Source: an optimization exercise on an open RTL-to-GDS flow (aim: small area). Production flows keep margins and buffers that such runs may drop.
In this exercise RTL edits were held to simulation tests only and were not proved equivalent to the original.
Power and IR drop assume default switching activity.

## run A
==> flow/design.v (excerpt) <==
module lock(
    input clk,
    input rst,
    input btn0,
    input btn1,
    input [3:0] row,
    output [3:0] col,
    output rs,
    output e,
    output [7:0] data,
    output [15:0] led7_out,
    output [2:0] rgb,
    output lock_status,
    output eval
    );
==> flow/config.mk <==
export PLATFORM = sky130hd
export DESIGN_NAME = lock
export DESIGN_NICKNAME = lock
export VERILOG_FILES = /design/flow/design.v
export SDC_FILE = /design/flow/constraint.sdc
export NUM_CORES = 4
export LEC_CHECK = 0
export ABC_AREA = 1
export CAP_MARGIN = 20
export CORE_MARGIN = 2
export CORE_UTILIZATION = 70
export SLEW_MARGIN = 20
==> flow/constraint.sdc <==
create_clock -name core_clock -period 15.0 [get_ports {clk}]
set_input_delay 3.0000 -clock core_clock [delete_from_list [all_inputs] [get_ports {clk}]]
set_output_delay 3.0000 -clock core_clock [all_outputs]
set_load 0.01 [all_outputs]
standard.sh (not shown) runs the stock make flow with config.mk's settings and CLKGATE_MAP_FILE= SYNTH_SCRIPT=/design/flow/synth_recipe.tcl, a recipe that flattens the netlist after the stock synthesis.
==> flow/flow/run.sh <==
#!/bin/bash
# Layout flow: the standard synthesis, then its combinational logic
# re-mapped by Yosys/ABC with a stronger area script (registers, their
# names and cell types untouched), then the standard layout from floorplan
# to finish.
set -euo pipefail
W=$(pwd)
R=$W/orfs/results/$FLOW_PLATFORM/lock/base
YOSYS=$FLOW_HOME/../tools/install/yosys/bin/yosys
[ -x "$YOSYS" ] || YOSYS=yosys
LIB=$FLOW_HOME/platforms/$FLOW_PLATFORM/lib/sky130_fd_sc_hd__tt_025C_1v80.lib

# 1. standard synthesis
bash standard.sh synth > $W/1_standard_synth.log 2>&1

# 2. re-map the combinational logic
cp $R/1_2_yosys.v $W/1_2_yosys_standard.v
sed -e "s#@LIB@#$LIB#g" -e "s#@IN@#$W/1_2_yosys_standard.v#g" \
    -e "s#@OUT@#$W/1_2_yosys_remapped.v#g" -e "s#@ABC@#$W/flow/remap.abc#g" \
    $W/flow/remap.ys > $W/remap.ys
"$YOSYS" -s $W/remap.ys > $W/2_remap_yosys.log 2>&1
cp $W/1_2_yosys_remapped.v $R/1_2_yosys.v
rm -f $R/1_synth.odb $R/1_synth.sdc

# 3. standard layout from the re-mapped netlist
# clock tree: small buffers, no dummy loads
# port buffers: the smallest buffer
export BUFFER_PORTS_ARGS="-inputs -outputs -buffer_cell sky130_fd_sc_hd__buf_1"
export CTS_ARGS="-sink_clustering_enable -repair_clock_nets -dont_use_dummy_load -buf_list sky130_fd_sc_hd__clkbuf_4"
bash standard.sh > $W/3_standard_layout.log 2>&1
test -f $W/out/final.def
==> flow/flow/remap.abc <==
strash; &get -n; &deepsyn -T 600; &put; strash; &get -n; &dch -f; &nf -a -R 1000; &put
Other scripts of this flow, unchanged in this note and not shown: flow/flow/remap.ys
--- input diff run A..run B ---
diff --git a/flow/flow/run.sh b/flow/flow/run.sh
--- a/flow/flow/run.sh
+++ b/flow/flow/run.sh
@@ -29 +29 @@
-export CTS_ARGS="-sink_clustering_enable -repair_clock_nets -dont_use_dummy_load -buf_list sky130_fd_sc_hd__clkbuf_4"
+export CTS_ARGS="-sink_clustering_enable -repair_clock_nets -dont_use_dummy_load -buf_list sky130_fd_sc_hd__clkbuf_8 -sink_clustering_size 16 -sink_clustering_max_diameter 80"
### Flow results
- Run A vs run B, top layer reached by signal wires: met4 vs met5
- Re total clock buffers created by CTS: run A and run B aren't equal, and the lower value belongs to run B.
- Comparing run A against run B, there is no change at all in setup TNS after final layout.
- Run B against run A: required time of the critical path -0.13 ns; met2 usage -1.5 points; final worst setup slack -0.096 ns; critical path's largest stage delay -0.02 ns; transition at the pin with the smallest max-transition slack -0.027 ns.
- Looking at number of clock buffer instances in the layout, run B sits 48 lower than run A does.
- Sort run A and run B by maximum frequency asc -> top: run B
- Total via count in the routed design (run B vs. run A) decreases by a few percent
- As far as sequential power is concerned, run A and run B perform about the same.
## Diff of input files: run C against run B
diff --git a/flow/flow/run.sh b/flow/flow/run.sh
--- a/flow/flow/run.sh
+++ b/flow/flow/run.sh
@@ -29 +29 @@
-export CTS_ARGS="-sink_clustering_enable -repair_clock_nets -dont_use_dummy_load -buf_list sky130_fd_sc_hd__clkbuf_8 -sink_clustering_size 16 -sink_clustering_max_diameter 80"
+export CTS_ARGS="-sink_clustering_enable -repair_clock_nets -dont_use_dummy_load -buf_list sky130_fd_sc_hd__clkbuf_4"
==> flow/flow/remap.abc <==
strash; &get -n; &deepsyn -T 300; &put; dch; map -a
### Flow results
- Re final-layout non-clock buffer area share: run C is 0.41 points down on run B.
- Arrival time of data at the critical path endpoint for run C: 0.31 ns up relative to run B
- The sequential fraction of design power of run C falls short of that of run B by 6.7 points.
- Run C packs its core more tightly than run B.
- Note that the met2 layer wire length in the routed design recorded for run C amounts to 1.06 times the value seen in run B.
- Slew at the pin with the worst max-slew slack on run C is down relative to run B.
- Relative to run B, clock share of power increased by 8.8 points in run C.
- The faster design of the two is run B; run C tops out lower.
- Run B → run C: per-instance average area after synthesis now smaller; met1 track demand over resource now larger.
- Side by side, clock latency on the worst-skew pair turned out higher in run C than in run B.

## what the ideal ports hide
The results above use ideal ports. As a check the final layouts listed here were re-extracted and re-timed, cells and wires unchanged.
Step 1 sets driving cells, clkbuf_16 on the clock port and buf_2 on the other inputs (assumed; they add their load-dependent delay and slew).
Step 2 times the ports against the registers' clock, not the clock port: input delays grow and output delays shrink by t, the midpoint of the rising clock arrivals with the driver on.
Slacks: ideal / step 1 / step 2; pairs: ideal / step 1.
run	t, ns	setup slack, ns	worst register clock-pin slew, ns
run A	0.691	9.993 / 10.012 / 9.321	0.07 / 0.07
run B	0.558	9.897 / 9.920 / 9.362	0.10 / 0.10
run C	0.693	9.679 / 9.679 / 9.147	0.08 / 0.08
After both steps every run listed still meets setup and hold. The setup slack of run A, which loses most, moves by +0.019 ns with the drivers and by -0.672 ns with both steps.
